Context: an optimization exercise on an open-source flow, tuned for small area, a short achievable clock period and few clock cycles. The choices shown serve that exercise and are no tape-out recipe. The RTL was checked by simulation tests, not by an equivalence proof against the original design.

==> design/flow/design.v <==
module ALU
(
	data1_i,
	data2_i,
	ALUCtrl_i,
	data_o
);
input			[31:0] data1_i,data2_i;
input			[2:0]  ALUCtrl_i;
output			[31:0] data_o;
assign data_o=(ALUCtrl_i==3'b000)? data1_i+data2_i:  
			  (ALUCtrl_i==3'b001)? data1_i-data2_i:  
			  (ALUCtrl_i==3'b010)? data1_i&data2_i:  
			  (ALUCtrl_i==3'b011)? data1_i|data2_i:  
			  (ALUCtrl_i==3'b100)? data1_i*data2_i:  
			  32'd0;
endmodule
module ALU_Control
(
	funct_i,
	ALUOp_i,
	ALUCtrl_o
);
input			[5:0] funct_i;
input			[1:0] ALUOp_i;
output		[2:0] ALUCtrl_o;
assign ALUCtrl_o=(ALUOp_i==2'b01)? 3'b000:  
				 (ALUOp_i==2'b10)? 3'b011:      
				 (ALUOp_i==2'b11)? 3'b001:      
				 (funct_i==6'b100000)? 3'b000:  
				 (funct_i==6'b100010)? 3'b001:  
				 (funct_i==6'b100100)? 3'b010:  
				 (funct_i==6'b100101)? 3'b011:  
				 (funct_i==6'b011000)? 3'b100:  
				 3'b101;
endmodule
module Adder
(
	data1_in,
	data2_in,
	data_o
);
input			[31:0] data1_in,data2_in;
output			[31:0] data_o;
assign			data_o = data1_in + data2_in;
endmodule
module Control
(
	Op_i,
	Control_o,
	Branch_o,
	Jump_o
);
input			[5:0] Op_i;
wire			ALUSrc,RegWrite,RegDst,MemtoReg,Memory_write, Memory_read;
wire			[1:0] ALUOp;
output			Jump_o,Branch_o;
output			[31:0] Control_o;
assign			RegDst=(Op_i==6'b000000)?   1'b1:1'b0;      
assign			RegWrite=(Op_i==6'b000000                   
							|| Op_i==6'b001000                      
							|| Op_i==6'b001101                      
							|| Op_i==6'b100011)? 1'b1:1'b0;         
assign			ALUSrc=(Op_i==6'b000000)?   1'b0:1'b1;      
assign			MemtoReg=(Op_i==6'b100011)? 1'b1:1'b0;      
assign			Memory_write=(Op_i==6'b101011)? 1'b1:1'b0;  
assign			Memory_read=(Op_i==6'b100011)? 1'b1:1'b0;   
assign			ALUOp=(Op_i==6'b000000)? 2'b00:             
						     (Op_i==6'b100011 || Op_i==6'b101011 || Op_i==6'b001000)? 2'b01: 
						     (Op_i==6'b001101)? 2'b10: 
						     (Op_i==6'b000100)? 2'b11: 
						      2'b00;
assign			Control_o = {24'b0,RegDst,ALUSrc,ALUOp,Memory_write,Memory_read,MemtoReg,RegWrite};	
assign         Branch_o = (Op_i == 6'b000100)? 1'b1 : 1'b0;
assign         Jump_o = (Op_i == 6'b000010)? 1'b1 : 1'b0;
endmodule
module Equal(
   data1_i,
   data2_i,
   data_o 
);
input    [31:0]   data1_i, data2_i;
output            data_o;
assign data_o = (data1_i == data2_i)? 1'b1 : 1'b0;
endmodule
module Forwarding_Unit
(
    Regdst_i_WB,
    Regdst_i_M,
    EX_RSaddr_i,
    EX_RTaddr_i,
    ID_RSaddr_i,
    ID_RTaddr_i,
    Stage4_RegWrite_i,
    Stage3_RegWrite_i,
    mux7_o,
    mux6_o,
    mux9_o,
    mux10_o
);
input        Stage4_RegWrite_i, Stage3_RegWrite_i;
input  [4:0] EX_RSaddr_i, EX_RTaddr_i, ID_RSaddr_i, ID_RTaddr_i, Regdst_i_WB, Regdst_i_M;
output [1:0] mux7_o, mux6_o;
output       mux9_o, mux10_o;
assign mux6_o = ((Stage3_RegWrite_i == 1) && (Regdst_i_M != 0) && (Regdst_i_M == EX_RSaddr_i))? 2'b10: 
                ((Stage4_RegWrite_i == 1) && (Regdst_i_WB != 0) && !((Stage3_RegWrite_i == 1) && (Regdst_i_M != 0) && (Regdst_i_M == EX_RSaddr_i)) && (Regdst_i_WB == EX_RSaddr_i))? 2'b01:
                2'b00;
assign mux7_o = ((Stage3_RegWrite_i == 1) && (Regdst_i_M != 0) && (Regdst_i_M == EX_RTaddr_i))? 2'b10: 
                ((Stage4_RegWrite_i == 1) && (Regdst_i_WB != 0) && !((Stage3_RegWrite_i == 1) && (Regdst_i_M != 0) && (Regdst_i_M == EX_RTaddr_i)) && (Regdst_i_WB == EX_RTaddr_i))? 2'b01:2'b00;               
assign mux9_o = ((Stage4_RegWrite_i == 1) && (Regdst_i_WB != 0)  && (Regdst_i_WB == ID_RSaddr_i))? 1 : 0;
assign mux10_o = ((Stage4_RegWrite_i == 1) && (Regdst_i_WB != 0)  && (Regdst_i_WB == ID_RTaddr_i))? 1 : 0;
endmodule
module Hazard_Detection_Unit(
   RTaddr_i,
   inst_i,
   Memory_read_i,
   EX_RegWrite_i,
   EX_RDaddr_i,
   M_RegWrite_i,
   M_RDaddr_i,
   HD_o_PC,
   HD_o_Stage1,
   HD_o_mux3
);
input    [4:0]    RTaddr_i;
input    [31:0]   inst_i;
input             Memory_read_i;
input             EX_RegWrite_i, M_RegWrite_i;
input    [4:0]    EX_RDaddr_i, M_RDaddr_i;
output            HD_o_PC, HD_o_Stage1, HD_o_mux3;
reg               HD_o_PC, HD_o_Stage1, HD_o_mux3;
wire              load_use;
wire              branch_dep;
assign load_use = (Memory_read_i == 1 && (RTaddr_i == inst_i[25:21] || RTaddr_i == inst_i[20:16]));
assign branch_dep = (inst_i[31:26] == 6'b000100) &&
   ((EX_RegWrite_i && EX_RDaddr_i != 5'd0 && (EX_RDaddr_i == inst_i[25:21] || EX_RDaddr_i == inst_i[20:16])) ||
    (M_RegWrite_i  && M_RDaddr_i  != 5'd0 && (M_RDaddr_i  == inst_i[25:21] || M_RDaddr_i  == inst_i[20:16])));
always @(*) begin
   if(load_use || branch_dep) begin
      HD_o_PC = 1;
      HD_o_Stage1 = 1;
      HD_o_mux3 = 1;
   end   
   else begin 
      HD_o_PC = 0;
      HD_o_Stage1 = 0;
      HD_o_mux3 = 0;
   end   
end
endmodule
module JumpAddr(
   inst_26,
   mux1_o_3,
   jump_addr 
);
input    [25:0]   inst_26;
input    [3:0]    mux1_o_3;
output   [31:0]   jump_addr;
assign jump_addr = {mux1_o_3, inst_26, 1'b0, 1'b0};
endmodule
module MUX32
(
	data1_i,
	data2_i,
	select_i,
	data_o
);
input			[31:0] data1_i,data2_i;
input			select_i;
output			[31:0] data_o;
assign data_o=(select_i==1'b0)? data1_i:data2_i;
endmodule
module MUX32v3(
	data1_i,
	data2_i,
	data3_i,
	select_i,
	data_o
);
input	[31:0]	data1_i,data2_i,data3_i;
input	[1:0]	select_i;
output 	[31:0]	data_o;
assign	data_o=(select_i==2'b00)? data1_i: 
			   (select_i==2'b01)? data2_i: 
			   data3_i; 
endmodule
module MUX5
(
	data1_i,
	data2_i,
	select_i,
	data_o
);
input			[4:0] data1_i,data2_i;
input			select_i;
output			[4:0] data_o;
assign data_o=(select_i==1'b0)? data1_i:data2_i;
endmodule
module PC
(
	clk_i,
    rst_i,
	stall_i,
	pcEnable_i,
	pc_i,
	pc_o
);
input				   clk_i;
input				   rst_i;
input				   stall_i;
input          pcEnable_i;
input	 [31:0]		pc_i;
output	[31:0]		pc_o;
reg		[31:0]		pc_o;
always@(posedge clk_i or negedge rst_i) begin
    if(~rst_i) begin
        pc_o <= 32'b0;
    end
    else begin
    	if(stall_i) begin
    	end
    	else if( pcEnable_i )
    		pc_o <= pc_i;
    end
end
endmodule
module Registers
(
    clk_i,
    RSaddr_i,
    RTaddr_i,
    RDaddr_i, 
    RDdata_i,
    RegWrite_i, 
    RSdata_o, 
    RTdata_o 
);
input               clk_i;
input   [4:0]       RSaddr_i;
input   [4:0]       RTaddr_i;
input   [4:0]       RDaddr_i;
input   [31:0]      RDdata_i;
input               RegWrite_i;
output  [31:0]      RSdata_o; 
output  [31:0]      RTdata_o;
reg     [31:0]      register        [0:31];
assign  RSdata_o = (RSaddr_i == 5'd0) ? 32'd0 : register[RSaddr_i];
assign  RTdata_o = (RTaddr_i == 5'd0) ? 32'd0 : register[RTaddr_i];
always@(posedge clk_i) begin
    if(RegWrite_i)
        register[RDaddr_i] <= RDdata_i;
end
endmodule 
module Sign_Extend
(
	data_i,
	data_o
);
input			[15:0] data_i;
output			[31:0] data_o;
assign data_o = {16'b0, data_i};
endmodule
module Stage1(
	inst_i,
	inst_o,
   HD_i,
   stall_i,
   flush_i,
   data1_i,
   data1_o_1,
	clk_i,
   rst_i
);
input  [31:0] inst_i, data1_i;
input         clk_i, rst_i, HD_i, flush_i, stall_i;
output [31:0] inst_o, data1_o_1;
reg    [31:0] inst_o, data1_o_1;
always@ (posedge clk_i or negedge rst_i) begin
   if(~rst_i) begin
      inst_o <= 0;
      data1_o_1 <= 0;
   end
   else if(HD_i || stall_i) begin
      inst_o <= inst_o;
      data1_o_1 <= data1_o_1;
   end 
   else if(flush_i) begin
      inst_o <= 0;
      data1_o_1 <= 0;
   end
   else begin
      inst_o <= inst_i;
      data1_o_1 <= data1_i;
   end   
end
endmodule
module Stage2(
    RegWrite_i_2,
    RegWrite_o_2,
    MemtoReg_i_2,
    MemtoReg_o_2,
    Memory_write_i_2,
    Memory_write_o_2,
    Memory_read_i_2,
    Memory_read_o_2,
    ALUSrc_i_2,
    ALUOp_i_2,
    RegDst_i_2,
    ALUSrc_o_2,
    ALUOp_o_2,
    RegDst_o_2,
    clk_i,
	RSdata_i,
    RSdata_o,
    RTdata_i,
    RTdata_o,
	Sign_extend_i,
    Sign_extend_o,
	RSaddr_i,
	RSaddr_o,
	RTaddr_i,
	RTaddr_o,
	RDaddr_i,
	RDaddr_o,
   funct_i,
   funct_o,
   stall_i,
   rst_i
);
input         RegWrite_i_2,MemtoReg_i_2,Memory_write_i_2,Memory_read_i_2,ALUSrc_i_2,RegDst_i_2, clk_i;
output        RegWrite_o_2,MemtoReg_o_2,Memory_write_o_2,Memory_read_o_2,ALUSrc_o_2,RegDst_o_2;
reg           RegWrite_o_2,MemtoReg_o_2,Memory_write_o_2,Memory_read_o_2,ALUSrc_o_2,RegDst_o_2;
input  [1:0]  ALUOp_i_2;
output [1:0]  ALUOp_o_2;
(* fsm_encoding = "none" *)
reg    [1:0]  ALUOp_o_2;
input  [31:0] RSdata_i, RTdata_i, Sign_extend_i;
output [31:0] RSdata_o, RTdata_o, Sign_extend_o;
reg    [31:0] RSdata_o, RTdata_o, Sign_extend_o;
input  [4:0]  RSaddr_i, RTaddr_i, RDaddr_i;
output [4:0]  RSaddr_o, RTaddr_o, RDaddr_o;
reg    [4:0]  RSaddr_o, RTaddr_o, RDaddr_o;
input  [5:0]  funct_i;
output [5:0]  funct_o;
reg    [5:0]  funct_o;
input         stall_i, rst_i;
always @(posedge clk_i or negedge rst_i)begin
   if(~rst_i) begin
      RegWrite_o_2 <= 1'b0;
      MemtoReg_o_2 <= 1'b0;
      Memory_write_o_2 <= 1'b0;
      Memory_read_o_2 <= 1'b0;
   end
   else if(stall_i) begin
   end
   else begin
      RegWrite_o_2 <= RegWrite_i_2;
      MemtoReg_o_2 <= MemtoReg_i_2;	
      Memory_write_o_2 <= Memory_write_i_2;
      Memory_read_o_2 <= Memory_read_i_2;
   end
end
always @(posedge clk_i)begin
   if(stall_i) begin
   end
   else begin
      ALUSrc_o_2 <= ALUSrc_i_2;
      RegDst_o_2 <= RegDst_i_2;
      ALUOp_o_2 <= ALUOp_i_2;
      RSdata_o <= RSdata_i;
      RTdata_o <= RTdata_i;
      Sign_extend_o <= Sign_extend_i;
      RSaddr_o <= RSaddr_i;
      RTaddr_o <= RTaddr_i;
      RDaddr_o <= RDaddr_i;
      funct_o <= funct_i;
   end
end
endmodule
module Stage3(
	RegWrite_i_3,
    RegWrite_o_3,
    MemtoReg_i_3,
    MemtoReg_o_3,
    Memory_write_i_3,
    Memory_write_o_3,
    Memory_read_i_3,
    Memory_read_o_3,
    clk_i,
    rst_i,
    Data1_i,
    Data1_o,
    mux7_output_data_i,
    mux7_output_data_o,
	RDaddr_i,
    RDaddr_o,
    stall_i
);
input	      RegWrite_i_3,MemtoReg_i_3,Memory_write_i_3,Memory_read_i_3,clk_i,rst_i,stall_i;
output        RegWrite_o_3,MemtoReg_o_3,Memory_write_o_3,Memory_read_o_3;
input  [31:0] Data1_i, mux7_output_data_i;
output [31:0] Data1_o, mux7_output_data_o;
input  [4:0]  RDaddr_i;
output [4:0]  RDaddr_o;
reg	       RegWrite_o_3, MemtoReg_o_3, Memory_write_o_3, Memory_read_o_3;
reg [31:0] Data1_o, mux7_output_data_o;
reg [4:0]  RDaddr_o;
always @(posedge clk_i or negedge rst_i) begin
   if(~rst_i) begin
      RegWrite_o_3 <= 1'b0;
      MemtoReg_o_3 <= 1'b0;
      Memory_write_o_3 <= 1'b0;
      Memory_read_o_3 <= 1'b0;
   end
   else if(stall_i) begin
   end
   else begin
      RegWrite_o_3 <= RegWrite_i_3;
      MemtoReg_o_3 <= MemtoReg_i_3;	
      Memory_write_o_3 <= Memory_write_i_3;
      Memory_read_o_3 <= Memory_read_i_3;
   end
end
always @(posedge clk_i) begin
   if(stall_i) begin
   end
   else begin
      Data1_o <= Data1_i;
      mux7_output_data_o <= mux7_output_data_i;
      RDaddr_o <= RDaddr_i;
   end
end
endmodule
module Stage4(
	clk_i,
	rst_i,
	RegWrite_i_4,
	MemtoReg_i_4,
	RegWrite_o_4,
	MemtoReg_o_4,
	Data1_i,
	Data1_o,
    Data2_i,
	Data2_o,
    RDaddr_i,
    RDaddr_o,
    done_o,
    stall_i
);
input	      RegWrite_i_4,MemtoReg_i_4,clk_i,rst_i;
output	      RegWrite_o_4,MemtoReg_o_4;
input  [31:0] Data1_i, Data2_i;
output [31:0] Data1_o, Data2_o;
input  [4:0]  RDaddr_i;
output [4:0]  RDaddr_o;
output        done_o;
input         stall_i;
reg    		  RegWrite_o_4, MemtoReg_o_4, done_o;
reg    [31:0] Data1_o, Data2_o;
reg	   [4:0]  RDaddr_o;
always @(posedge clk_i or negedge rst_i) begin
   if(~rst_i) begin
      RegWrite_o_4 <= 1'b0;
      MemtoReg_o_4 <= 1'b0;
      done_o <= 1'b0;
   end
   else if(stall_i) begin
      done_o <= 1'b1;
   end
   else begin
      RegWrite_o_4 <= RegWrite_i_4;
      MemtoReg_o_4 <= MemtoReg_i_4;
      done_o <= 1'b0;
   end
end
always @(posedge clk_i) begin
   if(stall_i) begin
   end
   else begin
      Data1_o <= Data1_i;
      Data2_o <= Data2_i;
      RDaddr_o <= RDaddr_i;
   end
end
endmodule
module dcache_data_sram
(
	clk_i,
	addr_i,
	data_i,
	enable_i,
	write_i,
	data_o
);
input				  clk_i;
input	[2:0]		addr_i;
input	[255:0]	data_i;
input				  enable_i;
input				  write_i;
output	[255:0] 	data_o;
reg		[255:0]		memory 			[0:7];	
always@(posedge clk_i) begin
    if(enable_i && write_i) begin
		memory[addr_i]   <= data_i;
	end
end
assign 	data_o = (enable_i) ? memory[addr_i] : 256'b0;
endmodule
module dcache_tag_sram
(
	clk_i,
	rst_i,
	addr_i,
	data_i,
	enable_i,
	write_i,
	data_o
);
input				  clk_i;
input				  rst_i;
input	[2:0]		addr_i;
input	[25:0]	data_i;
input				  enable_i;
input				  write_i;
output	[25:0] 		data_o;
reg		[23:0]		memory 			[0:7];
reg		[7:0]		valid;
reg		[7:0]		dirty;
always@(posedge clk_i) begin
    if(enable_i && write_i) begin
		memory[addr_i]   <= data_i[23:0];
	end
end
always@(posedge clk_i or negedge rst_i) begin
    if(~rst_i) begin
		valid <= 8'b0;
		dirty <= 8'b0;
	end
    else if(enable_i && write_i) begin
		valid[addr_i] <= data_i[25];
		dirty[addr_i] <= data_i[24];
	end
end
assign 	data_o = (enable_i) ? {valid[addr_i], dirty[addr_i], memory[addr_i]} : 26'b0;
endmodule
module dcache_top
(
	clk_i, 
	rst_i,
	mem_data_i, 
	mem_ack_i, 	
	mem_data_o, 
	mem_addr_o, 	
	mem_enable_o, 
	mem_write_o, 
	p1_data_i, 
	p1_addr_i, 	
	p1_MemRead_i, 
	p1_MemWrite_i, 
	p1_data_o, 
	p1_stall_o
);
input				clk_i; 
input				rst_i;
input	[256-1:0]	  mem_data_i; 
input				      mem_ack_i; 
output	[256-1:0]	mem_data_o; 
output	[32-1:0]	mem_addr_o; 	
output				    mem_enable_o; 
output				    mem_write_o; 
input	[32-1:0]	p1_data_i; 
input	[32-1:0]	p1_addr_i; 	
input				    p1_MemRead_i; 
input				    p1_MemWrite_i; 
output	[32-1:0]p1_data_o; 
output				  p1_stall_o; 
wire	[2:0]		  cache_sram_index;
wire				    cache_sram_enable;
wire	[25:0]		cache_sram_tag;
wire	[255:0]		cache_sram_data;
wire				    cache_sram_write;
wire	[25:0]		sram_cache_tag;
wire	[255:0]		sram_cache_data;
wire				sram_valid;
wire				sram_dirty;
parameter 			STATE_IDLE			  = 3'h0,
					      STATE_READMISS		= 3'h1,
					      STATE_READMISSOK	= 3'h2,
					      STATE_WRITEBACK		= 3'h3,
					      STATE_MISS			  = 3'h4;
reg		[2:0]		state;
reg					  mem_enable;
reg					  mem_write;
reg					  cache_we;
wire				  cache_dirty;
reg					  write_back;
wire	[4:0]		  p1_offset;
wire	[2:0]		  p1_index;
wire	[23:0]		p1_tag;
wire	[255:0]		r_hit_data;
wire	[23:0]		sram_tag;
wire				    hit;
reg		[255:0]		w_hit_data;
wire				    write_hit;
wire				    p1_req;
reg		[31:0]		p1_data;
assign 	p1_req     = p1_MemRead_i | p1_MemWrite_i;
assign	p1_offset  = p1_addr_i[4:0];
assign	p1_index   = p1_addr_i[7:5];
assign	p1_tag     = p1_addr_i[31:8];
assign	p1_stall_o = ~hit & p1_req;
assign	p1_data_o  = p1_data; 
assign	sram_valid = sram_cache_tag[25];
assign	sram_dirty = sram_cache_tag[24];
assign	sram_tag   = sram_cache_tag[23:0];
assign	cache_sram_index  = p1_index;
assign	cache_sram_enable = p1_req;
assign	cache_sram_write  = cache_we | write_hit;
assign	cache_sram_tag    = {1'b1, cache_dirty, p1_tag};	
assign	cache_sram_data   = (hit) ? w_hit_data : mem_data_i;
assign	mem_enable_o = mem_enable;
assign	mem_addr_o   = (write_back) ? {sram_tag, p1_index, 5'b0} : {p1_tag, p1_index, 5'b0};
assign	mem_data_o   = sram_cache_data;
assign	mem_write_o  = mem_write;
assign	write_hit    = hit & p1_MemWrite_i;
assign	cache_dirty  = write_hit;
assign hit = (p1_tag == sram_tag && sram_valid == 1)? 1'b1:1'b0;
assign r_hit_data = (hit)? sram_cache_data : 0;
always@(*) begin
	p1_data = hit? 
      (p1_offset == 28 ? r_hit_data[255:224]:
      p1_offset == 24 ? r_hit_data[223:192]:
      p1_offset == 20 ? r_hit_data[191:160]:
      p1_offset == 16 ? r_hit_data[159:128]:
      p1_offset == 12 ? r_hit_data[127:96]:
      p1_offset == 8  ? r_hit_data[95:64]:
      p1_offset == 4  ? r_hit_data[63:32]:
      p1_offset == 0  ? r_hit_data[31:0] : 32'b0) : 32'b0; 
end
always@(*) begin
   w_hit_data = {
      p1_offset == 28 ? p1_data_i : r_hit_data[255:224],
      p1_offset == 24 ? p1_data_i : r_hit_data[223:192],
      p1_offset == 20 ? p1_data_i : r_hit_data[191:160],   
      p1_offset == 16 ? p1_data_i : r_hit_data[159:128],
      p1_offset == 12 ? p1_data_i : r_hit_data[127:96],
      p1_offset == 8 ? p1_data_i : r_hit_data[95:64],
      p1_offset == 4 ? p1_data_i : r_hit_data[63:32],
      p1_offset == 0 ? p1_data_i : r_hit_data[31:0]
   };
end
always@(posedge clk_i or negedge rst_i) begin
	if(~rst_i) begin
		state      <= STATE_IDLE;
		mem_enable <= 1'b0;
		mem_write  <= 1'b0;
		cache_we   <= 1'b0; 
		write_back <= 1'b0;
	end
	else begin
		case(state)		
			STATE_IDLE: begin
				if(p1_req && !hit) begin	 
					state <= STATE_MISS;
				end
				else begin
					state <= STATE_IDLE;
				end
			end
			STATE_MISS: begin
				if(sram_dirty) begin		 
               mem_enable <= 1'b1;
               mem_write  <= 1'b1;
               write_back <= 1'b1;
					state <= STATE_WRITEBACK;
				end
				else begin					 
               mem_enable <= 1'b1;
               mem_write  <= 1'b0;
               write_back <= 1'b0;
					state <= STATE_READMISS;
				end
			end
			STATE_READMISS: begin
				if(mem_ack_i) begin			 
               cache_we   <= 1'b1; 
               mem_enable <= 1'b0;
               mem_write <= 1'b0;
               state <= STATE_READMISSOK;
				end
				else begin
					state <= STATE_READMISS;
				end
			end
			STATE_READMISSOK: begin			 
               cache_we <= 1'b0;
               state <= STATE_IDLE;
			end
			STATE_WRITEBACK: begin
				if(mem_ack_i) begin			 
               write_back <= 1'b0;
               mem_enable <= 1'b1;
               mem_write <= 1'b0;
               state <= STATE_READMISS;
				end
				else begin
					state <= STATE_WRITEBACK;
				end
			end
			default: begin
				state <= STATE_IDLE;
			end
		endcase
	end
end
dcache_tag_sram dcache_tag_sram
(
	.clk_i(clk_i),
	.rst_i(rst_i),
	.addr_i(cache_sram_index),
	.data_i(cache_sram_tag),
	.enable_i(cache_sram_enable),
	.write_i(cache_sram_write),
	.data_o(sram_cache_tag)
);
dcache_data_sram dcache_data_sram
(
	.clk_i(clk_i),
	.addr_i(cache_sram_index),
	.data_i(cache_sram_data),
	.enable_i(cache_sram_enable),
	.write_i(cache_sram_write),
	.data_o(sram_cache_data)
);
endmodule
module CPU
(
    clk_i, 
	rst_i,
	imem_addr_o,
	imem_data_i,
	mem_data_i, 
	mem_ack_i, 	
	mem_data_o, 
	mem_addr_o, 	
	mem_enable_o, 
	mem_write_o,
	wb_valid_o,
	wb_rd_o,
	wb_data_o
);
input               clk_i;
input               rst_i;
input	[255:0]	mem_data_i; 
input			mem_ack_i; 	
output	[255:0]	mem_data_o; 
output	[31:0]	mem_addr_o; 	
output			mem_enable_o; 
output			mem_write_o; 
output	[31:0]	imem_addr_o;
input	[31:0]	imem_data_i;
output			wb_valid_o;
output	[4:0]	wb_rd_o;
output	[31:0]	wb_data_o;
wire  [31:0]   inst, inst_addr, instReadData;
wire  [31:0]   controlSignal_o;
wire           branch_o, jump_o, equal_o;
wire  [31:0]   Add_PC_o;
wire           HD_o_PC, HD_o_Stage1, HD_o_mux3;   
wire  [31:0]   PC_i;
wire  [31:0]   jump_addr;
wire  [31:0]   Adder_o;
wire  [31:0]   signExtend_o;
wire  [31:0]   ALU_o;
wire  [31:0]   mux1_o, mux3_o, mux4_o, mux5_o, mux6_o, mux7_o, mux9_o, mux10_o;
wire  [4:0]    mux8_o;
wire  [31:0]   Stage1_PC_o;
wire  [31:0]   Stage2_signExtend_o, Stage2_RSdata_o, Stage2_RTdata_o;
wire  [4:0]    Stage2_RTaddr_o, Stage2_RDaddr_o, Stage2_RSaddr_o;
wire  [5:0]    Stage2_funct_o;
wire  [1:0]    Stage2_ALUOp_o;
wire           Stage2_RegDst_o, Stage2_ALUSrc_o;
wire           Stage2_MemRead_o, Stage2_MemWrite_o, Stage2_MemtoReg_o, Stage2_RegWrite_o;
wire  [31:0]   Stage3_addr_o, Stage3_WriteData_o;
wire           Stage3_MemWrite_o, Stage3_MemRead_o, Stage3_RegWrite_o, Stage3_MemtoReg_o;
wire  [4:0]    Stage3_RDaddr_o;
wire  [31:0]   Stage4_Data1_o, Stage4_Data2_o;
wire  [4:0]    Stage4_RDaddr_o;
wire           Stage4_RegWrite_o, Stage4_MemtoReg_o;
wire  [31:0]   RSdata, RTdata;
wire  [2:0]    ALUCtrl_o;
wire  [31:0]   Data_Memory_o;
wire  [1:0]    Forwarding_Unit_mux6_o, Forwarding_Unit_mux7_o;
wire          Forwarding_Unit_mux9_o, Forwarding_Unit_mux10_o;
wire           cache_stall;
Control Control(
    .Op_i           (inst[31:26]),
    .Control_o      (controlSignal_o),
    .Branch_o       (branch_o),
    .Jump_o         (jump_o)
);
Adder Add_PC(
    .data1_in   (inst_addr),
    .data2_in   (32'd4),
    .data_o     (Add_PC_o)
);
PC PC(
    .clk_i      (clk_i),
	 .rst_i		 (rst_i),
    .stall_i    (cache_stall),
    .pcEnable_i (~HD_o_PC),
    .pc_i       (PC_i),
    .pc_o       (inst_addr)
);
assign imem_addr_o  = inst_addr;
assign instReadData = imem_data_i;
wire           Stage4_done_o;
assign wb_valid_o = Stage4_RegWrite_o && (Stage4_RDaddr_o != 5'd0) && !Stage4_done_o;
assign wb_rd_o    = Stage4_RDaddr_o;
assign wb_data_o  = mux5_o;
MUX32 mux1(
    .data1_i    (Add_PC_o),  
    .data2_i    (Adder_o),  
    .select_i   (branch_o && equal_o),
    .data_o     (mux1_o)
);
MUX32 mux2(
    .data1_i    (mux1_o), 
    .data2_i    (jump_addr), 
    .select_i   (jump_o),
    .data_o     (PC_i)
);
Adder Adder(
    .data1_in   (signExtend_o << 2),
    .data2_in   (Stage1_PC_o),
    .data_o     (Adder_o)
);
Registers Registers(
    .clk_i      (clk_i),
    .RSaddr_i   (inst[25:21]),
    .RTaddr_i   (inst[20:16]),
    .RDaddr_i   (Stage4_RDaddr_o),
    .RDdata_i   (mux5_o),
    .RegWrite_i (Stage4_RegWrite_o), 
    .RSdata_o   (RSdata), 
    .RTdata_o   (RTdata) 
);
MUX5 mux8(
    .data1_i    (Stage2_RTaddr_o), 
    .data2_i    (Stage2_RDaddr_o),
    .select_i   (Stage2_RegDst_o),
    .data_o     (mux8_o)
);
MUX32 mux4(
    .data1_i    (mux7_o),
    .data2_i    (Stage2_signExtend_o),
    .select_i   (Stage2_ALUSrc_o),
    .data_o     (mux4_o)
);
Sign_Extend Sign_Extend(
    .data_i     (inst[15:0]),
    .data_o     (signExtend_o)
);
ALU ALU(
    .data1_i    (mux6_o),
    .data2_i    (mux4_o),
    .ALUCtrl_i  (ALUCtrl_o),
    .data_o     (ALU_o)
);
ALU_Control ALU_Control(
    .funct_i    (Stage2_funct_o),
    .ALUOp_i    (Stage2_ALUOp_o),
    .ALUCtrl_o  (ALUCtrl_o)
);
MUX32 mux5(
    .data1_i(Stage4_Data2_o), 
    .data2_i(Stage4_Data1_o), 
    .select_i(Stage4_MemtoReg_o),
    .data_o(mux5_o)
);
MUX32v3 mux6(
    .data1_i(Stage2_RSdata_o),
    .data2_i(mux5_o),
    .data3_i(Stage3_addr_o), 
    .select_i(Forwarding_Unit_mux6_o),
    .data_o(mux6_o)
);
MUX32v3 mux7(
    .data1_i(Stage2_RTdata_o),
    .data2_i(mux5_o),
    .data3_i(Stage3_addr_o),
    .select_i(Forwarding_Unit_mux7_o),
    .data_o(mux7_o)
);
Forwarding_Unit Forwarding_Unit(
    .Regdst_i_WB(Stage4_RDaddr_o), 
    .Regdst_i_M(Stage3_RDaddr_o), 
    .EX_RSaddr_i(Stage2_RSaddr_o),
    .EX_RTaddr_i(Stage2_RTaddr_o), 
    .ID_RSaddr_i(inst[25:21]),
    .ID_RTaddr_i(inst[20:16]),
    .Stage4_RegWrite_i(Stage4_RegWrite_o),
    .Stage3_RegWrite_i(Stage3_RegWrite_o),
    .mux7_o(Forwarding_Unit_mux7_o),
    .mux6_o(Forwarding_Unit_mux6_o),
    .mux9_o(Forwarding_Unit_mux9_o),
    .mux10_o(Forwarding_Unit_mux10_o)
);
Stage4 Stage4(
    .RegWrite_i_4(Stage3_RegWrite_o),
    .RegWrite_o_4(Stage4_RegWrite_o), 
    .MemtoReg_i_4(Stage3_MemtoReg_o),
    .MemtoReg_o_4(Stage4_MemtoReg_o),
    .clk_i(clk_i),
    .Data1_i(Data_Memory_o),
	.Data1_o(Stage4_Data1_o),
    .Data2_i(Stage3_addr_o), 
	.Data2_o(Stage4_Data2_o),
    .RDaddr_i(Stage3_RDaddr_o), 
    .RDaddr_o(Stage4_RDaddr_o), 
    .done_o(Stage4_done_o),
    .rst_i(rst_i),
    .stall_i(cache_stall)
);
Stage3 Stage3(
    .RegWrite_i_3(Stage2_RegWrite_o),
    .RegWrite_o_3(Stage3_RegWrite_o),
    .MemtoReg_i_3(Stage2_MemtoReg_o),
    .MemtoReg_o_3(Stage3_MemtoReg_o),
    .Memory_write_i_3(Stage2_MemWrite_o),
    .Memory_write_o_3(Stage3_MemWrite_o),
    .Memory_read_i_3(Stage2_MemRead_o),
    .Memory_read_o_3(Stage3_MemRead_o),
    .clk_i(clk_i),
    .Data1_i(ALU_o),
    .Data1_o(Stage3_addr_o), 
    .mux7_output_data_i(mux7_o), 
    .mux7_output_data_o(Stage3_WriteData_o),
	 .RDaddr_i(mux8_o),
    .RDaddr_o(Stage3_RDaddr_o), 
    .rst_i(rst_i),
    .stall_i(cache_stall)
);
Stage2 Stage2(
    .RegWrite_i_2(mux3_o[0]),
    .RegWrite_o_2(Stage2_RegWrite_o),
    .MemtoReg_i_2(mux3_o[1]),
    .MemtoReg_o_2(Stage2_MemtoReg_o),
    .Memory_write_i_2(mux3_o[3]),
    .Memory_write_o_2(Stage2_MemWrite_o),
    .Memory_read_i_2(mux3_o[2]),
    .Memory_read_o_2(Stage2_MemRead_o),
    .ALUSrc_i_2(mux3_o[6]),
    .ALUOp_i_2(mux3_o[5:4]),
    .RegDst_i_2(mux3_o[7]),
    .ALUSrc_o_2(Stage2_ALUSrc_o),
    .ALUOp_o_2(Stage2_ALUOp_o),
    .RegDst_o_2(Stage2_RegDst_o),
    .clk_i(clk_i),
    .RSdata_i(mux9_o), 
    .RSdata_o(Stage2_RSdata_o),
    .RTdata_i(mux10_o), 
    .RTdata_o(Stage2_RTdata_o),
    .Sign_extend_i(signExtend_o),
    .Sign_extend_o(Stage2_signExtend_o),
    .RSaddr_i(inst[25:21]),
    .RSaddr_o(Stage2_RSaddr_o),
    .RTaddr_i(inst[20:16]),
    .RTaddr_o(Stage2_RTaddr_o), 
    .RDaddr_i(inst[15:11]),
    .RDaddr_o(Stage2_RDaddr_o),
    .funct_i(inst[5:0]),
    .funct_o(Stage2_funct_o),
    .rst_i(rst_i),
    .stall_i(cache_stall)
);
MUX32 mux3(
    .data1_i(controlSignal_o), 
    .data2_i(32'd0), 
    .select_i(HD_o_mux3),             
    .data_o(mux3_o) 
);
Stage1 Stage1(
	.inst_i(instReadData),
	.inst_o(inst),
    .HD_i(HD_o_Stage1),
    .stall_i(cache_stall),
    .flush_i(jump_o || (branch_o && equal_o)),
    .data1_i(Add_PC_o),
    .data1_o_1(Stage1_PC_o),
    .clk_i(clk_i),
    .rst_i(rst_i)
);
Hazard_Detection_Unit HD_Unit(
    .RTaddr_i(Stage2_RTaddr_o), 
    .inst_i(inst),
    .Memory_read_i(Stage2_MemRead_o),
    .EX_RegWrite_i(Stage2_RegWrite_o),
    .EX_RDaddr_i(mux8_o),
    .M_RegWrite_i(Stage3_RegWrite_o),
    .M_RDaddr_i(Stage3_RDaddr_o),
    .HD_o_PC(HD_o_PC),
    .HD_o_Stage1(HD_o_Stage1),
    .HD_o_mux3(HD_o_mux3)
);
Equal Equal(
    .data1_i(mux9_o), 
    .data2_i(mux10_o), 
    .data_o(equal_o)
);
JumpAddr JumpAddr(
    .inst_26(inst[25:0]),
    .mux1_o_3(mux1_o[31:28]),
    .jump_addr(jump_addr)    
);
MUX32 mux9(
   .data1_i(RSdata),
   .data2_i(mux5_o),
   .select_i(Forwarding_Unit_mux9_o),
   .data_o(mux9_o)
);
MUX32 mux10(
   .data1_i(RTdata),
   .data2_i(mux5_o),
   .select_i(Forwarding_Unit_mux10_o),
   .data_o(mux10_o)
);
dcache_top dcache
(
	.clk_i(clk_i), 
	.rst_i(rst_i),
	.mem_data_i(mem_data_i), 
	.mem_ack_i(mem_ack_i), 	
	.mem_data_o(mem_data_o), 
	.mem_addr_o(mem_addr_o), 	
	.mem_enable_o(mem_enable_o), 
	.mem_write_o(mem_write_o), 
	.p1_data_i(Stage3_WriteData_o), 
	.p1_addr_i(Stage3_addr_o), 	
	.p1_MemRead_i(Stage3_MemRead_o), 
	.p1_MemWrite_i(Stage3_MemWrite_o), 
	.p1_data_o(Data_Memory_o), 
	.p1_stall_o(cache_stall)
);
endmodule
==> design/flow/run.sh <==
#!/bin/bash
# synth_recipe.tcl (not shown) runs the flow's synth.tcl, then flattens the netlist and writes it again
# the make line also repeats each setting of config.mk as NAME=value (left out here)
make -C /OpenROAD-flow-scripts/flow DESIGN_CONFIG=/design/flow/config.mk WORK_HOME=/design/flow/orfs CLKGATE_MAP_FILE= SYNTH_SCRIPT=/design/flow/synth_recipe.tcl finish
==> design/flow/config.mk <==
export PLATFORM = sky130hd
export DESIGN_NAME = CPU
export DESIGN_NICKNAME = CPU
export VERILOG_FILES = /design/flow/design.v
export SDC_FILE = /design/flow/constraint.sdc
export NUM_CORES = 4
export LEC_CHECK = 0
export CAP_MARGIN = 20
export CORE_MARGIN = 2
export CORE_UTILIZATION = 40
export PLACE_DENSITY = 0.6
export SLEW_MARGIN = 20
==> design/flow/constraint.sdc <==
create_clock -name core_clock -period 15.0 [get_ports {clk_i}]
set_input_delay 3.0000 -clock core_clock [delete_from_list [all_inputs] [get_ports {clk_i}]]
set_output_delay 3.0000 -clock core_clock [all_outputs]
set_load 0.01 [all_outputs]
==> notes.md <==
-- critical path: cells and delay by family, from the launching register on --
| family | cells | cell delay, ns |
|---|---|---|
| buffers and inverters | 4 | 0.86 |
| multiplexers | 1 | 0.43 |
| flip-flops | 1 | 0.67 |
| AND/OR/NAND/NOR | 7 | 2.33 |
| AO/OA/AOI/OAI | 10 | 2.70 |
| XOR/XNOR | 1 | 0.21 |
| adder cells (fa/ha/maj) | 9 | 3.86 |
-- cell type report --
| class | instances | area (µm²) | area share, % |
|---|---|---|---|
| tap | 5904 | 7387 | 3.608 |
| timing repair buffer | 1005 | 9465 | 4.623 |
| clock buffer | 466 | 10030 | 4.898 |
| sequential | 3627 | 108300 | 52.89 |
| inverter | 573 | 2158 | 1.054 |
| clock inverter | 239 | 2620 | 1.280 |
| multi-input combinational | 6186 | 64690 | 31.60 |
| antenna | 45 | 112.6 | 0.05500 |
-- per-layer routing --
layer  track usage (%)  up-vias  part of all wire (%)
met5                 0        -                 0.055
met4             14.78       28                   6.3
met3             6.138     1203                   9.4
met2             45.17     6045                    47
met1             36.93    58680                    38
li1                  -    44290                     -
-- cells by family (layout without fill, tap and decap cells) --
group,after synthesis,in the layout
flip-flops,3627,3627
XOR/XNOR,260,260
AO/OA/AOI/OAI,1251,1251
other,1,50
buffers and inverters,1301,2283
AND/OR/NAND/NOR,2121,2121
multiplexers,1900,1900
adder cells (fa/ha/maj),649,649
-- sequential cells by signal, summed over array words and instances (netlist names), 6 cells and up, named ones only --
name	flops
Stage2.Sign_extend_o	6
Stage3.Data1_o	32
Stage3.mux7_output_data_o	32
dcache.dcache_tag_sram.valid	8
Stage2.RSdata_o	32
Stage4.Data2_o	32
Stage1.inst_o	32
dcache.dcache_tag_sram.dirty	8
Stage4.Data1_o	32
Registers.register	1024
Stage2.RTdata_o	32
Stage1.data1_o_1	32
PC.pc_o	32
dcache.dcache_tag_sram.memory	192
dcache.dcache_data_sram.memory	2048
-- worst min-delay path by stage --
| stage | depth (start not counted) | to | slack, ns | from |
|---|---|---|---|---|
| 3_5_place_dp | 2 | dcache.dcache_tag_sram.valid[0]$_DFFE_PN0P_ | 0.44 | dcache.dcache_tag_sram.valid[0]$_DFFE_PN0P_ |
| 6_report | 2 | dcache.dcache_tag_sram.valid[0]$_DFFE_PN0P_ | 0.45 | dcache.dcache_tag_sram.valid[0]$_DFFE_PN0P_ |
| 4_1_cts | 2 | dcache.dcache_tag_sram.valid[0]$_DFFE_PN0P_ | 0.45 | dcache.dcache_tag_sram.valid[0]$_DFFE_PN0P_ |
| 2_1_floorplan | 2 | dcache.dcache_tag_sram.valid[0]$_DFFE_PN0P_ | 0.41 | dcache.dcache_tag_sram.valid[0]$_DFFE_PN0P_ |
| 3_3_place_gp | 2 | dcache.dcache_tag_sram.valid[0]$_DFFE_PN0P_ | 0.43 | dcache.dcache_tag_sram.valid[0]$_DFFE_PN0P_ |
| 5_1_grt | 1 | dcache.dcache_tag_sram.valid[5]$_DFFE_PN0P_ | 0.47 | dcache.dcache_tag_sram.valid[5]$_DFFE_PN0P_ |
-- layout by cell type, fill, tap and decap left out, types with 23 or more instances in the layout --
| cell type | n |
|---|---|
| nor2_1 | 834 |
| clkinv_1 | 86 |
| nand2b_1 | 24 |
| clkinv_2 | 62 |
| a221oi_1 | 48 |
| inv_1 | 552 |
| diode_2 | 45 |
| o31ai_1 | 23 |
| nand3_1 | 86 |
| nand2_1 | 801 |
| a211oi_1 | 29 |
| a21o_1 | 40 |
| o221ai_1 | 24 |
| o21ai_0 | 451 |
| clkbuf_1 | 72 |
| mux4_2 | 1164 |
| clkdlybuf4s50_1 | 644 |
| edfxtp_1 | 3496 |
| a22o_1 | 43 |
| nor2_4 | 40 |
| a32oi_1 | 46 |
| o22ai_1 | 68 |
| ha_1 | 238 |
| bufinv_16 | 37 |
| and3_1 | 35 |
| nor3_1 | 92 |
| xor2_1 | 79 |
| fa_1 | 411 |
| nor4_1 | 44 |
| nor2b_1 | 27 |
| buf_4 | 333 |
| nand4_1 | 24 |
| clkbuf_16 | 385 |
| xnor2_1 | 174 |
| a21oi_1 | 234 |
| o21a_1 | 28 |
| o211ai_1 | 37 |
| dfrtp_1 | 119 |
| mux2i_1 | 670 |
| mux2_2 | 56 |
-- stage by stage --
| stage | cell area (µm²) | worst slack [ns] |
|---|---|---|
| after floorplan | 177700 | -0.6075 |
| after global placement | 191900 | 4.056 |
| after detailed placement | 192000 | 3.943 |
| after CTS | 204600 | 3.830 |
| after global routing | 204700 | 3.183 |
| final | 204700 | 3.539 |
==> notes.md <==
Timing:
- The tightest hold margin is 0.4525 ns.
- The final-report max-slew violation count came to 0.
- The worst path in the final design needs a cycle of 11.46 ns, including I/O delays and setup.
- The max-slew headroom at the worst pin is 15.30%.
- At the pin with the least slew margin, the transition time is 1.235 ns.
- Based on the critical path, the design can be clocked at up to 0.08725 GHz.
- The hold violation count in the final report is 0.
- The final cycle utilization of the critical path is 76.40%.
- For the final database, setup skew stands at 0.1285 ns.
- Summed over all failing endpoints, the final setup total negative slack is 0 ns.
- Setup repair after global routing left no endpoint under its margin.
- The count of final setup violators is 0.

Drt:
- Dividing the detail-routed wire length by the instance count gives 36.12 µm.
- Using the TritonRoute via totals, the vias-per-cell ratio works out to 6.110.
- The residual antenna-violating net count after detailed routing is 0.
- For this block, the routed nets add up to 651800 µm of wire.
- For this run, design rule violations remaining after detail routing come to 0.
- The length of the first detailed-routing pass in iterations is 6.
- The initial detailed-routing violation count is 13660.
- The count of vias placed by the detailed router is 110300.

Synthesis:
- The synthesized area per cell is 16.00 µm².
- The mapped netlist covers 177700 µm².
- The simple-gate portion of the synthesized area is 5.053%.
- The commonest cells after synthesis are edfxtp_1 (3496), mux4_2 (1164), nor2_1 (880).
- The cell taking the most area after synthesis is edfxtp_1.
- The warning count from the yosys run is 10.
- Yosys instantiated no cell more often than edfxtp_1.
- Counting flops and latches in the post-synthesis netlist gives 3627.
- The fraction of synthesis flops using an asynchronous set or reset pin is 3.529%.
- The fraction of synthesized area in multiplexers is 18.94%.
- The synthesized netlist devotes 6.306% of its cell area to adder and majority cells.
- After Yosys synthesis, XOR and XNOR cells account for 1.336% of the synthesized area.
- The count of flip-flops with a built-in enable after synthesis is 3496.
- The largest family of logic cells by synthesized area is multiplexers.
- After synthesis, the netlist uses 100 different library cells.
- The cell count after synthesis came out at 11110.
- The leading register cell type out of synthesis is edfxtp_1.
- Summing the areas of all compound-gate instances in the mapped netlist gives 4.461% of the synthesized area.
- The portion of the post-synthesis area used by sequential elements is 60.91%.
- Sorting the synthesized cells by area gives the leading types as edfxtp_1 (59%), mux4_2 (15%), fa_1 (4.6%).
- The share of synthesized area in the top cell type comes to 59.07%.

Floorplanning:
- For this configuration, the core starts out at a cell density of 40.20%.
- The region available for standard cell placement spans 442100 µm².
- The floorplan step set the die height to 670.5 µm.
- The floorplan step set the die width to 670.5 µm.
- The floorplan has 244 rows.
- The top-level I/O count is 651.
- The die covers 449600 µm².

Setup path:
- The launch point of the worst path is Stage4.RDaddr_o[3]$_DFFE_PN_.
- The endpoint of the most critical setup path is Stage3.Data1_o[31]$_DFFE_PN_.
- The worst-path maximum fanout is 19.
- The worst register-to-register path begins at Stage4.RDaddr_o[3]$_DFFE_PN_.
- The data required time at the worst endpoint is 15.66 ns.
- For this run, the slowest stage of the critical path takes 0.82 ns.
- The type of origin of the critical path is a register.
- Setup slack on the worst reg-to-reg path comes out at 3.54 ns.
- The worst setup path is captured at a register.
- The critical path in this run is classified as register to register.
- In this run the critical register-to-register path is captured at Stage3.Data1_o[31]$_DFFE_PN_.
- The number of cells on the worst reg-to-reg path is 32.
- The dominant cell type by count on the critical path is fa_1.
- The critical path arrival is 12.12 ns.
- Among all stages on the critical path, the largest delay is contributed by o211a_1.

Finish:
- The fraction of final layout cells with drive strength greater than 1 is 19.02%.
- The area growth from synthesis to layout is 15.21%.
- The final-stage net count is 12720.
- The final core utilization is 46.32%.
- The finished layout holds 18050 standard cells, fillers aside.
- After filler insertion, the fill cell instance count of the layout stands at 38090.

Global route:
- The initial antenna violation count is 44.
- The via count of the first global-routing pass was 110200.
- The all-layer global routing usage is 28.46%.
- The first global-routing pass estimated 901500 µm of wire.
- The total overflow left after global routing is 0.
- Entering global routing, the biggest net connects 127 pins.

Clock network:
- The number of hold buffers added after CTS was 0.
- The number of resized instances in the post-cts repair step is 0.
- The root buffer cell chosen for the clock tree is clkbuf_16.
- The H-tree generated during clock tree synthesis spans 5 levels.
- Buffers added to address setup during post-CTS repair amount to 0.
- The number of clock sinks is 3627.
- In this run the deepest clock path goes through 4 buffers.
- TritonCTS created 385 clock buffers.
- Clock-pin slew was measured on the worst setup and hold paths at 0.07 ns.
- The clock reaches the later pin of the worst-skew pair after 1.03 ns.
- TritonCTS built the clock tree.

Place:
- The placer congestion estimate is 1.005.
- The count of input and output buffers is 645.
- The instance count after placement with tap cells included is 17300.
- The total half-perimeter wirelength after legalization and detailed placement is 435200 µm.

Min path:
- The path class of the tightest hold or removal check is register to register.

Job:
- The max-cap violation count is 0.

Run status:
- The flow ran to the end and the layout has no timing, DRC or antenna violations.
Testbench counts, summed over its fixed seeds: cycles 73,702.

==> separate check: timing with driven ports <==
In the flow no input, the clock included, has a driving cell. The finished layout below was timed again as built, in two steps.
Step 1: set_driving_cell puts a clkbuf_16 on clk_i and a buf_2 on each other input, an assumption about the parent block.
Step 2 times the ports against the registers' clock, not the clock port: input delays grow and output delays shrink by t, the midpoint of the rising clock arrivals with the driver on.
a / b / c = ideal / step 1 / step 2; a / b = the first two.
t, ns: 1.073
setup WS [ns]: 3.539 / 3.539 / 3.539
clock arrival spread, ns: 0.128 / 0.128
worst register clock-pin slew, ns: 0.07 / 0.07
worst data-port slew with drivers (ns): 0.21
After both steps this run still meets setup and hold. For this run, drivers alone change the setup slack by 0.000 ns; drivers and shift together by 0.000 ns.
